What follows belongs to an exercise in optimizing a design on an open flow for small area, a short achievable clock period and few clock cycles; a production flow would make more cautious choices.
At most, simulation tests tie the RTL to the original design; equivalence was not proved.
No activity file was given, so power comes from the tool's default toggle rates.

==> job 6464 <==
Design ATCONV, start of the top module:
module  ATCONV(
	input		clk,
	input		reset,
	output	reg	busy,
	input		ready,
	output reg	[11:0]	iaddr,
	input signed [12:0]	idata,
	output	reg 	cwr,
	output  reg	[11:0]	caddr_wr,
	output reg 	[12:0] 	cdata_wr,
	output	 	crd,
	output 	[11:0] 	caddr_rd,
	input 	[12:0] 	cdata_rd,
	output reg 	csel
	);
==> module ATCONV, before the edit <==
module  ATCONV(
	input		clk,
	input		reset,
	output	reg	busy,
	input		ready,
	output reg	[11:0]	iaddr,
	input signed [12:0]	idata,
	output	reg 	cwr,
	output  reg	[11:0]	caddr_wr,
	output reg 	[12:0] 	cdata_wr,
	output	 	crd,
	output 	[11:0] 	caddr_rd,
	input 	[12:0] 	cdata_rd,
	output reg 	csel
	);
assign crd = 1'b0;
assign caddr_rd = 12'd0;
localparam [12:0] BIAS = 13'h1FF4;    
localparam [12:0] NBIAS = 13'h000C;   
reg        done;       
reg        ending;     
reg  [5:0] bi;         
reg        g;          
reg  [1:0] ph;         
reg        vm1;        
wire [5:0] x = iaddr[5:0];
wire active = busy & ~ending | ~busy & ~done & ready;
reg  [5:0] bi_n;
reg        g_n, vm1_n;
reg  [1:0] ph_n;
reg  [5:0] x_n;
always @(*) begin
	bi_n = bi; g_n = g; ph_n = ph + 2'd1; x_n = x; vm1_n = vm1;
	if (ph == 2'd2) begin
		ph_n = 2'd0;
		g_n = ~g;
		if (g) begin
			if (vm1)
				vm1_n = 1'b0;
			else if (x == 6'd63) begin
				x_n = 6'd0;
				vm1_n = 1'b1;
				bi_n = bi + 6'd1;
			end else
				x_n = x + 6'd1;
		end
	end
end
wire [4:0] bim = bi_n[4:0];
reg  [5:0] row_n;
always @(*) begin
	case (ph_n)
		2'd0:    row_n = (bim == 5'd0)  ? 6'd0  : {bim - 5'd1, g_n};
		2'd1:    row_n = {bim, g_n};
		default: row_n = (bim == 5'd31) ? 6'd63 : {bim + 5'd1, g_n};
	endcase
end
reg d_top, d_mid, d_bot;   
reg d_fl;                  
reg d_vm1;                 
reg d_v1;                  
reg d_bi0;                 
reg f_valid;               
always @(posedge clk) begin
	if (reset) begin
		busy <= 1'b0;
		done <= 1'b0;
		bi <= 6'd0;
		g <= 1'b0;
		ph <= 2'd0;
		vm1 <= 1'b1;
		iaddr <= 12'd0;
		d_top <= 1'b0; d_mid <= 1'b0; d_bot <= 1'b0;
		d_fl <= 1'b0; d_vm1 <= 1'b0; d_v1 <= 1'b0; d_bi0 <= 1'b0;
		f_valid <= 1'b0;
	end else begin
		if (~busy & ~done & ready) busy <= 1'b1;
		if (active) begin
			bi <= bi_n; g <= g_n; ph <= ph_n; vm1 <= vm1_n;
			iaddr <= {row_n, x_n};
		end
		d_top <= active & (ph == 2'd0);
		d_mid <= active & (ph == 2'd1);
		d_bot <= active & (ph == 2'd2);
		d_fl  <= vm1 | (x == 6'd0);
		d_vm1 <= vm1;
		d_v1  <= ~vm1 & (x == 6'd1);
		d_bi0 <= (bi == 6'd0);
		if (d_bot)
			f_valid <= d_fl ? ~d_bi0 : ~d_v1;
		if (ending) begin
			busy <= 1'b0;
			done <= 1'b1;
		end
	end
end
reg  [12:0] dreg;
always @(posedge clk) dreg <= idata;
wire [12:0] d2 = {2'b0, dreg[12:2]};
wire [12:0] d3 = {3'b0, dreg[12:3]};
wire [12:0] d4 = {4'b0, dreg[12:4]};
wire [12:0] sterm = d_mid ? d2 : d4;
reg  [12:0] sf0, sf1, sf2, sf3;
reg  [12:0] pf0, pf1, pf2, pf3;
reg  [12:0] acc_s, acc_c, acc_o;
wire [12:0] left = d_fl ? sf3 : sf1;
wire [12:0] o_add = ~d_fl ? ~sterm :
                    d_top ? (d_vm1 ? sf3 : sf1) :
                    d_mid ? NBIAS : 13'd0;
always @(posedge clk) begin
	acc_s <= (d_top ? BIAS : acc_s) - sterm;
	acc_c <= (d_top ? left : acc_c) + (d_mid ? dreg : ~d3) + {12'd0, ~d_mid};
	acc_o <= (d_top ? pf1  : acc_o) + o_add + {12'd0, ~d_fl};
end
wire finish = busy & d_top;
always @(posedge clk) begin
	if (finish) begin
		sf0 <= sf1; sf1 <= sf2; sf2 <= sf3; sf3 <= acc_s;
		pf0 <= pf1; pf1 <= pf2; pf2 <= pf3; pf3 <= acc_c;
	end
end
reg [11:0] mx;
reg l1a, l1b;
wire wr0 = finish & f_valid & ~ending;
always @(posedge clk) begin
	if (reset) begin
		cwr <= 1'b0;
		csel <= 1'b1;
		caddr_wr <= 12'h3FF;
		l1a <= 1'b0; l1b <= 1'b0;
		ending <= 1'b0;
	end else begin
		l1a <= wr0 & ~csel & ~caddr_wr[6] & caddr_wr[0];
		l1b <= l1a;
		cwr <= wr0 | l1b;
		if (wr0) begin
			cdata_wr <= acc_o[12] ? 13'd0 : acc_o;
			csel <= 1'b0;
			if (csel)
				caddr_wr <= {caddr_wr[9:5] + {4'd0, &caddr_wr[4:0]}, 1'b0, caddr_wr[4:0] + 5'd1, 1'b0};
			else if (~caddr_wr[6])
				caddr_wr[6] <= 1'b1;
			else begin
				caddr_wr[6] <= 1'b0;
				caddr_wr[0] <= 1'b1;
			end
		end else if (l1b) begin
			cdata_wr <= {{1'b0, mx[11:4]} + {8'd0, mx[3:0] != 4'd0}, 4'd0};
			csel <= 1'b1;
			caddr_wr <= {2'b00, caddr_wr[11:7], caddr_wr[5:1]};
			if ((&caddr_wr[11:7]) & (&caddr_wr[5:1])) ending <= 1'b1;
		end
	end
end
always @(posedge clk) begin
	if (cwr & ~csel) begin
		if ((~caddr_wr[6] & ~caddr_wr[0]) | (cdata_wr[11:0] > mx))
			mx <= cdata_wr[11:0];
	end
end
endmodule
export LEC_CHECK = 0
export ABC_CLOCK_PERIOD_IN_PS = 2100
export CAP_MARGIN = 20
export CORE_MARGIN = 2
export CORE_UTILIZATION = 40
export PLACE_DENSITY = 0.6
export SETUP_SLACK_MARGIN = 2.9
export SLEW_MARGIN = 20
create_clock -name core_clock -period 5.0 [get_ports {clk}]
run.sh (not shown) runs the stock make flow with config.mk's settings and CLKGATE_MAP_FILE= SYNTH_SCRIPT=/design/flow/synth_recipe.tcl, a recipe that flattens the netlist after the stock synthesis.
==> inputs of job 9702, as changes to job 6464 <==
==> flow/design.v (replaced) <==
`timescale 1ns/10ps
module  ATCONV(
	input		clk,
	input		reset,
	output	reg	busy,
	input		ready,
	output reg	[11:0]	iaddr,
	input signed [12:0]	idata,
	output	reg 	cwr,
	output  reg	[11:0]	caddr_wr,
	output reg 	[12:0] 	cdata_wr,
	output	 	crd,
	output 	[11:0] 	caddr_rd,
	input 	[12:0] 	cdata_rd,
	output reg 	csel
	);
assign crd = 1'b0;
assign caddr_rd = 12'd0;
localparam [12:0] BIAS = 13'h1FF4;    
localparam [12:0] NBIAS = 13'h000C;   
reg        done;        
reg        ending;      
reg  [5:0] bi;          
reg        g;           
reg        p0, p1, p2;  
reg        vm1;         
reg        c_fl;        
wire [5:0] x = iaddr[5:0];
reg  [12:0] din;         
wire hold = reset | ~busy & ~ready;
wire       col_end = p2 & g;                       
wire       row_end = col_end & ~vm1 & (x == 6'd63);
wire [4:0] bip = bi[4:0] + 5'd1;
wire [4:0] bim = bi[4:0] - 5'd1;
wire       vm1_n = row_end | vm1 & ~col_end;
wire [5:0] x_n = (col_end & ~vm1) ? x + 6'd1 : x;   
wire [5:0] row_n = p0 ? {bi[4:0], g} :
                   p1 ? ((bi[4:0] == 5'd31) ? 6'd63 : {bip, g}) :
                   row_end ? {bi[4:0], 1'b0} :
                   (bi[4:0] == 5'd0) ? 6'd0 : {bim, ~g};
always @(posedge clk) begin
	if (hold) begin
		bi <= 6'd0;
		g <= 1'b0;
		p0 <= 1'b1; p1 <= 1'b0; p2 <= 1'b0;
		vm1 <= 1'b1;
		c_fl <= 1'b1;
		iaddr <= 12'd0;
	end else begin
		if (row_end) bi <= bi + 6'd1;
		if (p2) g <= ~g;
		p0 <= p2; p1 <= p0; p2 <= p1;
		vm1 <= vm1_n;
		c_fl <= vm1_n | (x_n == 6'd0);
		iaddr <= {row_n, x_n};
	end
end
always @(posedge clk) begin
	if (reset) begin
		busy <= 1'b0;
		done <= 1'b0;
	end else begin
		if (~busy & ~done & ready) busy <= 1'b1;
		if (ending) begin
			busy <= 1'b0;
			done <= 1'b1;
		end
	end
end
reg f_valid, f_valid2;
always @(posedge clk) begin
	if (reset) begin
		f_valid <= 1'b0;
		f_valid2 <= 1'b0;
	end else begin
		f_valid <= c_fl ? (bi != 6'd0) : ~(~vm1 & (x == 6'd1));
		f_valid2 <= f_valid;
	end
end
reg [12:7] din_h;
reg        fl_lo, fl_hi;
always @(posedge clk) begin
	din <= idata;
	din_h <= din[12:7];
	fl_lo <= c_fl;
	fl_hi <= fl_lo;
end
reg  [12:0] sf0, sf1, sf2, sf3;
reg  [12:0] pf0, pf1, pf2, pf3;
reg  [12:0] acc_s, acc_c, acc_o;
reg         cy_s, cy_c, cy_o;   
wire [12:0] sterm = p2 ? {2'b0, din[12:2]} : {4'b0, din[12:4]};
wire [12:0] nsterm = ~sterm;
wire [12:0] cterm = p2 ? din : ~{3'b0, din[12:3]};
wire [12:0] left  = fl_lo ? sf3 : sf1;
wire [12:0] o_add = ~fl_lo ? nsterm :
                    p1 ? (vm1 ? sf3 : sf1) :
                    p2 ? NBIAS : 13'd0;
wire [12:0] dh      = {din_h, 7'd0};
wire [12:0] sterm_h = p0 ? {2'b0, dh[12:2]} : {4'b0, dh[12:4]};
wire [12:0] nsterm_h = ~sterm_h;
wire [12:0] cterm_h = p0 ? dh : ~{3'b0, dh[12:3]};
wire [12:0] left_h  = fl_hi ? sf3 : sf1;
wire [12:0] o_add_h = ~fl_hi ? nsterm_h :
                      p2 ? (vm1 ? sf3 : sf1) : 13'd0;
wire [7:0] s_lo = (p1 ? BIAS[6:0] : acc_s[6:0]) + nsterm[6:0] + 8'd1;
wire [7:0] c_lo = (p1 ? left[6:0] : acc_c[6:0]) + cterm[6:0] + {6'd0, ~p2};
wire [7:0] o_lo = (p1 ? pf1[6:0]  : acc_o[6:0]) + o_add[6:0] + {6'd0, ~fl_lo};
wire [5:0] s_hi = (p2 ? BIAS[12:7]  : acc_s[12:7]) + nsterm_h[12:7] + {5'd0, cy_s};
wire [5:0] c_hi = (p2 ? left_h[12:7] : acc_c[12:7]) + cterm_h[12:7] + {5'd0, cy_c};
wire [5:0] o_hi = (p2 ? pf1[12:7]   : acc_o[12:7]) + o_add_h[12:7] + {5'd0, cy_o};
always @(posedge clk) begin
	{cy_s, acc_s[6:0]} <= s_lo;
	{cy_c, acc_c[6:0]} <= c_lo;
	{cy_o, acc_o[6:0]} <= o_lo;
	acc_s[12:7] <= s_hi;
	acc_c[12:7] <= c_hi;
	acc_o[12:7] <= o_hi;
end
wire finish = busy & p1;
wire finish_h = busy & p2;
always @(posedge clk) begin
	if (finish) begin
		sf0[6:0] <= sf1[6:0]; sf1[6:0] <= sf2[6:0]; sf2[6:0] <= sf3[6:0]; sf3[6:0] <= acc_s[6:0];
		pf0[6:0] <= pf1[6:0]; pf1[6:0] <= pf2[6:0]; pf2[6:0] <= pf3[6:0]; pf3[6:0] <= acc_c[6:0];
	end
	if (finish_h) begin
		sf0[12:7] <= sf1[12:7]; sf1[12:7] <= sf2[12:7]; sf2[12:7] <= sf3[12:7]; sf3[12:7] <= acc_s[12:7];
		pf0[12:7] <= pf1[12:7]; pf1[12:7] <= pf2[12:7]; pf2[12:7] <= pf3[12:7]; pf3[12:7] <= acc_c[12:7];
	end
end
reg  [11:0] mx;
reg         wr0_h, l1;
wire        wr0 = finish & f_valid2 & ~ending;
wire [11:0] l0v = acc_o[12] ? 12'd0 : {acc_o[11:7], cdata_wr[6:0]};
always @(posedge clk) begin
	if (reset) begin
		cwr <= 1'b0;
		csel <= 1'b1;
		caddr_wr <= 12'h3FF;
		wr0_h <= 1'b0;
		l1 <= 1'b0;
		ending <= 1'b0;
	end else begin
		wr0_h <= wr0;
		l1 <= wr0_h & ~csel & ~caddr_wr[6] & caddr_wr[0];
		cwr <= wr0_h | l1;
		if (wr0)
			cdata_wr[6:0] <= acc_o[6:0];
		if (wr0_h) begin
			cdata_wr <= {1'b0, l0v};
			csel <= 1'b0;
			if (csel)
				caddr_wr <= {caddr_wr[9:5] + {4'd0, &caddr_wr[4:0]}, 1'b0, caddr_wr[4:0] + 5'd1, 1'b0};
			else if (~caddr_wr[6])
				caddr_wr[6] <= 1'b1;
			else begin
				caddr_wr[6] <= 1'b0;
				caddr_wr[0] <= 1'b1;
			end
		end else if (l1) begin
			cdata_wr <= {{1'b0, mx[11:4]} + {8'd0, mx[3:0] != 4'd0}, 4'd0};
			csel <= 1'b1;
			caddr_wr <= {2'b00, caddr_wr[11:7], caddr_wr[5:1]};
			if ((&caddr_wr[11:7]) & (&caddr_wr[5:1])) ending <= 1'b1;
		end
	end
end
always @(posedge clk) begin
	if (wr0_h & (csel | (l0v > mx)))
		mx <= l0v;
end
endmodule
- ABC_CLOCK_PERIOD_IN_PS: 2100 -> unset
- SETUP_SLACK_MARGIN: 2.9 -> 2.7
==> summary of the runs <==
Between job 9702 and job 6464, the lower sequential cell count is in job 6464 (gap 7).
Worst setup slack: job 6464 is worse than job 9702 (0.50 ns).
Between job 6464 and job 9702, the lower routed wire length is in job 9702 (gap about 11%, measured against job 9702).
Of job 9702 and job 6464, job 6464 has the higher total power (gap 8.2%, measured against job 6464).
In job 9702 the combinational power is lower than in job 6464, by 27%.
Die area: job 9702 is lower than job 6464 (about 0.7%).
In job 6464 the sequential power is lower than in job 9702, by about 3%.
Of job 9702 and job 6464, job 9702 has the higher clock-buffer cell count (gap 5).
Of job 9702 and job 6464, job 9702 has the higher maximum frequency (gap about 20%, measured against job 6464).
Of job 9702 and job 6464, job 6464 has the higher critical path depth (gap 3).
==> figures <==
| metric | job 9702 | job 6464 |
|---|---|---|
| Result of the run | finished clean | finished clean |
| Final net count | 1057 | 1186 |
| Number of global-route vias before repair | 6184 | 7041 |
| Register-to-Register Path Depth | 11 | 14 |
| Count of cell instances traversed by the critical path | 11 | 14 |
| Synthesized-area fraction occupied by xor and xnor cells | 0.0432 | 0.0474 |
| Setup slack after layout | 2.64 ns | 2.14 ns |
| Worst-case vdd ir drop | 0.198 mV | 0.287 mV |
| Area fraction of the dominant cell type after synthesis | 0.318 | 0.316 |
| Data required, critical path | 5.41 ns | 5.40 ns |
| Peak per-stage delay on the critical path | 0.47 ns | 0.35 ns |
| Post-synthesis mux area share | 0.0587 | 0.0538 |
| Cell group occupying the most layout area | sequential cells | multi-input gates |
| Fill cell count | 2200 | 1992 |
| Worst min-delay path startpoint | din[12] | pf3[11] |
| Internal power | 3.69 mW | 3.94 mW |
| Non-clock buffer instance count of the final layout | 99 | 195 |
| Wire length of the first global-routing pass | 32.1 mm | 35.5 mm |
| Syn-to-layout area delta | 23.3% | 38.3% |
| Combinational Power Share | 0.257 | 0.321 |
| Synth Area in Simple Gates | 0.126 | 0.141 |
No run of this note included a check of the RTL's function; only the layout flow was run.

========
==> run Y: inputs <==
Another version of the RTL of ATCONV (not shown whole).
// ATCONV
module  ATCONV(
	input		clk,
	input		reset,
	output	reg	busy,
	input		ready,
	output reg	[11:0]	iaddr,
	input signed [12:0]	idata,
	output	reg 	cwr,
	output  reg	[11:0]	caddr_wr,
	output reg 	[12:0] 	cdata_wr,
	output	 	crd,
	output 	[11:0] 	caddr_rd,
	input 	[12:0] 	cdata_rd,
	output reg 	csel
	);
assign crd = 1'b0;
assign caddr_rd = 12'd0;
localparam [12:0] BIAS = 13'h1FF4;    
localparam [12:0] NBIAS = 13'h000C;   
reg        done;       
reg        ending;     
reg  [5:0] bi;         
reg        g;          
reg  [1:0] ph;         
reg        vm1;        
wire [5:0] x = iaddr[5:0];
wire active = busy & ~ending | ~busy & ~done & ready;
reg  [5:0] bi_n;
reg        g_n, vm1_n;
reg  [1:0] ph_n;
reg  [5:0] x_n;
always @(*) begin
	bi_n = bi; g_n = g; ph_n = ph + 2'd1; x_n = x; vm1_n = vm1;
	if (ph == 2'd2) begin
		ph_n = 2'd0;
		g_n = ~g;
		if (g) begin
			if (vm1)
				vm1_n = 1'b0;
			else if (x == 6'd63) begin
				x_n = 6'd0;
				vm1_n = 1'b1;
				bi_n = bi + 6'd1;
			end else
				x_n = x + 6'd1;
		end
	end
end
wire [4:0] bim = bi_n[4:0];
reg  [5:0] row_n;
always @(*) begin
	case (ph_n)
		2'd0:    row_n = (bim == 5'd0)  ? 6'd0  : {bim - 5'd1, g_n};
		2'd1:    row_n = {bim, g_n};
		default: row_n = (bim == 5'd31) ? 6'd63 : {bim + 5'd1, g_n};
	endcase
end
reg d_top, d_mid, d_bot;   
  ...
clock: 5.0 ns
lec_check: 0
cap_margin: 20
core_margin: 2
core_utilization: 40
place_density: 0.6
setup_slack_margin: 2.7
slew_margin: 20
==> inputs of run F, as changes to run Y <==
==> flow/design.v (replaced) <==
`timescale 1ns/10ps
module  ATCONV(
	input		clk,
	input		reset,
	output	reg	busy,
	input		ready,
	output reg	[11:0]	iaddr,
	input signed [12:0]	idata,
	output	reg 	cwr,
	output  reg	[11:0]	caddr_wr,
	output reg 	[12:0] 	cdata_wr,
	output	 	crd,
	output 	[11:0] 	caddr_rd,
	input 	[12:0] 	cdata_rd,
	output reg 	csel
	);
assign crd = 1'b0;
assign caddr_rd = 12'd0;
localparam [12:0] BIAS = 13'h1FF4;    
localparam [12:0] NBIAS = 13'h000C;   
reg        done;        
reg        ending;      
reg  [5:0] bi;          
reg        g;           
reg        p0, p1, p2;  
reg        vm1;         
reg        c_fl;        
wire [5:0] x = iaddr[5:0];
reg  [12:0] din;         
wire hold = reset | ~busy & ~ready;
wire       col_end = p2 & g;                       
wire       row_end = col_end & ~vm1 & (x == 6'd63);
wire [4:0] bip = bi[4:0] + 5'd1;
wire [4:0] bim = bi[4:0] - 5'd1;
wire       vm1_n = row_end | vm1 & ~col_end;
wire [5:0] x_n = (col_end & ~vm1) ? x + 6'd1 : x;   
wire [5:0] row_n = p0 ? {bi[4:0], g} :
                   p1 ? ((bi[4:0] == 5'd31) ? 6'd63 : {bip, g}) :
                   row_end ? {bi[4:0], 1'b0} :
                   (bi[4:0] == 5'd0) ? 6'd0 : {bim, ~g};
always @(posedge clk) begin
	if (hold) begin
		bi <= 6'd0;
		g <= 1'b0;
		p0 <= 1'b1; p1 <= 1'b0; p2 <= 1'b0;
		vm1 <= 1'b1;
		c_fl <= 1'b1;
		iaddr <= 12'd0;
	end else begin
		if (row_end) bi <= bi + 6'd1;
		if (p2) g <= ~g;
		p0 <= p2; p1 <= p0; p2 <= p1;
		vm1 <= vm1_n;
		c_fl <= vm1_n | (x_n == 6'd0);
		iaddr <= {row_n, x_n};
	end
end
always @(posedge clk) begin
	if (reset) begin
		busy <= 1'b0;
		done <= 1'b0;
	end else begin
		if (~busy & ~done & ready) busy <= 1'b1;
		if (ending) begin
			busy <= 1'b0;
			done <= 1'b1;
		end
	end
end
reg f_valid, f_valid2;
always @(posedge clk) begin
	if (reset) begin
		f_valid <= 1'b0;
		f_valid2 <= 1'b0;
	end else begin
		f_valid <= c_fl ? (bi != 6'd0) : ~(~vm1 & (x == 6'd1));
		f_valid2 <= f_valid;
	end
end
reg [12:7] din_h;
reg        fl_lo, fl_hi;
always @(posedge clk) begin
	din <= idata;
	din_h <= din[12:7];
	fl_lo <= c_fl;
	fl_hi <= fl_lo;
end
reg  [12:0] sf0, sf1, sf2, sf3;
reg  [12:0] pf0, pf1, pf2, pf3;
reg  [12:0] acc_s, acc_c, acc_o;
reg         cy_s, cy_c, cy_o;   
wire [12:0] sterm = p2 ? {2'b0, din[12:2]} : {4'b0, din[12:4]};
wire [12:0] nsterm = ~sterm;
wire [12:0] cterm = p2 ? din : ~{3'b0, din[12:3]};
wire [12:0] left  = fl_lo ? sf3 : sf1;
wire [12:0] o_add = ~fl_lo ? nsterm :
                    p1 ? (vm1 ? sf3 : sf1) :
                    p2 ? NBIAS : 13'd0;
wire [12:0] dh      = {din_h, 7'd0};
wire [12:0] sterm_h = p0 ? {2'b0, dh[12:2]} : {4'b0, dh[12:4]};
wire [12:0] nsterm_h = ~sterm_h;
wire [12:0] cterm_h = p0 ? dh : ~{3'b0, dh[12:3]};
wire [12:0] left_h  = fl_hi ? sf3 : sf1;
wire [12:0] o_add_h = ~fl_hi ? nsterm_h :
                      p2 ? (vm1 ? sf3 : sf1) : 13'd0;
function [7:0] add7;
	input [6:0] a, b;
	input       ci;
	reg   [6:0] p, gg, pp;
	integer     k, i, j;
	begin
		p  = a ^ b;
		gg = a & b;
		gg[0] = gg[0] | (p[0] & ci);
		pp = p;
		for (k = 0; k < 3; k = k + 1)
			for (i = 0; i < 7; i = i + 1)
				if (i[k]) begin
					j = ((i >> k) << k) - 1;
					gg[i] = gg[i] | (pp[i] & gg[j]);
					pp[i] = pp[i] & pp[j];
				end
		add7 = {gg[6], p ^ {gg[5:0], ci}};
	end
endfunction
function [5:0] add6;
	input [5:0] a, b;
	input       ci;
	reg   [5:0] p, gg, pp;
	integer     k, i, j;
	begin
		p  = a ^ b;
		gg = a & b;
		gg[0] = gg[0] | (p[0] & ci);
		pp = p;
		for (k = 0; k < 3; k = k + 1)
			for (i = 0; i < 6; i = i + 1)
				if (i[k]) begin
					j = ((i >> k) << k) - 1;
					gg[i] = gg[i] | (pp[i] & gg[j]);
					pp[i] = pp[i] & pp[j];
				end
		add6 = p ^ {gg[4:0], ci};
	end
endfunction
wire [7:0] s_lo = add7(p1 ? BIAS[6:0] : acc_s[6:0], nsterm[6:0], 1'b1);
wire [7:0] c_lo = add7(p1 ? left[6:0] : acc_c[6:0], cterm[6:0], ~p2);
wire [7:0] o_lo = add7(p1 ? pf1[6:0] : acc_o[6:0], o_add[6:0], ~fl_lo);
wire [5:0] s_hi = add6(p2 ? BIAS[12:7] : acc_s[12:7], nsterm_h[12:7], cy_s);
wire [5:0] c_hi = add6(p2 ? left_h[12:7] : acc_c[12:7], cterm_h[12:7], cy_c);
wire [5:0] o_hi = add6(p2 ? pf1[12:7] : acc_o[12:7], o_add_h[12:7], cy_o);
always @(posedge clk) begin
	{cy_s, acc_s[6:0]} <= s_lo;
	{cy_c, acc_c[6:0]} <= c_lo;
	{cy_o, acc_o[6:0]} <= o_lo;
	acc_s[12:7] <= s_hi;
	acc_c[12:7] <= c_hi;
	acc_o[12:7] <= o_hi;
end
wire finish = busy & p1;
wire finish_h = busy & p2;
always @(posedge clk) begin
	if (finish) begin
		sf0[6:0] <= sf1[6:0]; sf1[6:0] <= sf2[6:0]; sf2[6:0] <= sf3[6:0]; sf3[6:0] <= acc_s[6:0];
		pf0[6:0] <= pf1[6:0]; pf1[6:0] <= pf2[6:0]; pf2[6:0] <= pf3[6:0]; pf3[6:0] <= acc_c[6:0];
	end
	if (finish_h) begin
		sf0[12:7] <= sf1[12:7]; sf1[12:7] <= sf2[12:7]; sf2[12:7] <= sf3[12:7]; sf3[12:7] <= acc_s[12:7];
		pf0[12:7] <= pf1[12:7]; pf1[12:7] <= pf2[12:7]; pf2[12:7] <= pf3[12:7]; pf3[12:7] <= acc_c[12:7];
	end
end
reg  [11:0] mx;
reg         wr0_h, l1;
wire        wr0 = finish & f_valid2 & ~ending;
wire [11:0] l0v = acc_o[12] ? 12'd0 : {acc_o[11:7], cdata_wr[6:0]};
always @(posedge clk) begin
	if (reset) begin
		cwr <= 1'b0;
		csel <= 1'b1;
		caddr_wr <= 12'h3FF;
		wr0_h <= 1'b0;
		l1 <= 1'b0;
		ending <= 1'b0;
	end else begin
		wr0_h <= wr0;
		l1 <= wr0_h & ~csel & ~caddr_wr[6] & caddr_wr[0];
		cwr <= wr0_h | l1;
		if (wr0)
			cdata_wr[6:0] <= acc_o[6:0];
		if (wr0_h) begin
			cdata_wr <= {1'b0, l0v};
			csel <= 1'b0;
			if (csel)
				caddr_wr <= {caddr_wr[9:5] + {4'd0, &caddr_wr[4:0]}, 1'b0, caddr_wr[4:0] + 5'd1, 1'b0};
			else if (~caddr_wr[6])
				caddr_wr[6] <= 1'b1;
			else begin
				caddr_wr[6] <= 1'b0;
				caddr_wr[0] <= 1'b1;
			end
		end else if (l1) begin
			cdata_wr <= {{1'b0, mx[11:4]} + {8'd0, mx[3:0] != 4'd0}, 4'd0};
			csel <= 1'b1;
			caddr_wr <= {2'b00, caddr_wr[11:7], caddr_wr[5:1]};
			if ((&caddr_wr[11:7]) & (&caddr_wr[5:1])) ending <= 1'b1;
		end
	end
end
always @(posedge clk) begin
	if (wr0_h & (csel | (l0v > mx)))
		mx <= l0v;
end
endmodule
SETUP_SLACK_MARGIN = 2.6   (was 2.7)
==> inputs of run C, as changes to run Y <==
SETUP_SLACK_MARGIN = 3.0   (was 2.7)
==> run summary <==
                                                                                     run C                    run F                    run Y
Relative area of clock buffers and inverters in the final design                     6.25%                    7.17%                    6.66%
CP Data Arrival Time                                                               2680 ps                  2970 ps                  2680 ps
Result of the run                                                  complete, no violations  complete, no violations  complete, no violations
Sequential cell area in the final layout                                          5530 um2                 5310 um2                 5470 um2
FFs & Latches                                                                          218                      211                      218
Num CTS Buffers                                                                         25                       24                       24
Global Route Usage Sum                                                               15.3%                    15.1%                    14.2%
Routability cong.                                                                    0.799                    0.790                    0.808
Number of combinational gates with multiple inputs                                     590                      512                      588
Multi-input logic area                                                            5010 um2                 4060 um2                 4520 um2
Net switching fraction of the power                                                  27.6%                    25.6%                    27.2%
Maximum achievable frequency                                                     0.439 GHz                0.398 GHz                0.438 GHz
Adder and majority cell fraction of the synthesized area                             8.95%                    10.8%                    8.95%
Power Combinational                                                                1.51 mW                   964 uW                  1.21 mW
Post-DP HPWL                                                                       12.5 mm                  12.2 mm                  12.5 mm
Portion of total power attributed to sequential cells                                40.6%                    43.9%                    43.6%
Cell area reported after detailed placement                                     11,000 um2               10,400 um2               10,900 um2
Largest net degree at the start of global routing                                       45                       44                       45
Maximum fanout along the worst path                                                      7                        5                        7
Overall power                                                                      5.65 mW                  5.04 mW                  5.30 mW
Seq area share                                                                       41.1%                    44.8%                    44.6%
Via count of the first global-routing pass                                           6,588                    5,806                    6,106
Critical path depth in cells                                                            11                        8                       10
Fraction of final layout cells with drive strength greater than 1                    36.8%                    19.3%                    20.4%
Floorplan row count                                                                     57                       56                       57
Leakage                                                                            5.43 nW                  4.92 nW                  4.95 nW
Non-Filler Cell Area, Final                                                     13,500 um2               11,800 um2               12,300 um2
Testbench counts of run Y, summed over its fixed seeds: cycles 199,952.
Testbench counts of run C, summed over its fixed seeds: cycles 199,952.
Only the layout flow was run in run F; the RTL was not checked for function there.

## static timing again, ports no longer ideal
The results above use ideal ports. As a check the final layouts listed here were re-extracted and re-timed, cells and wires unchanged. Step 1 (the two cells are an assumption about what drives the block):
set clk [get_ports {clk}]
set_driving_cell -lib_cell sky130_fd_sc_hd__clkbuf_16 $clk
set_driving_cell -lib_cell sky130_fd_sc_hd__buf_2 [delete_from_list [all_inputs] $clk]
Step 2 times the ports against the registers' clock, not the clock port: input delays grow and output delays shrink by t, the midpoint of the rising clock arrivals with the driver on. Slacks: no drivers / after step 1 / after step 2; pairs: no drivers / after step 1.
run	shift t [ns]	setup WS [ns]	latest minus earliest clock arrival (ns)	worst slew at a driven data input, ns
job 6464	0.547	2.137 / 2.137 / 2.137	0.013 / 0.012	0.03
job 9702	0.540	2.637 / 2.637 / 2.277	0.016 / 0.017	0.04
run Y	0.541	2.715 / 2.679 / 2.232	0.010 / 0.010	0.03
run F	0.550	2.486 / 2.486 / 2.162	0.015 / 0.014	0.03
run C	0.559	2.723 / 2.723 / 2.558	0.014 / 0.014	0.03
After both steps every run listed still meets setup and hold. The setup slack of run Y, which loses most, moves by -0.036 ns with the drivers and by -0.483 ns with both steps.
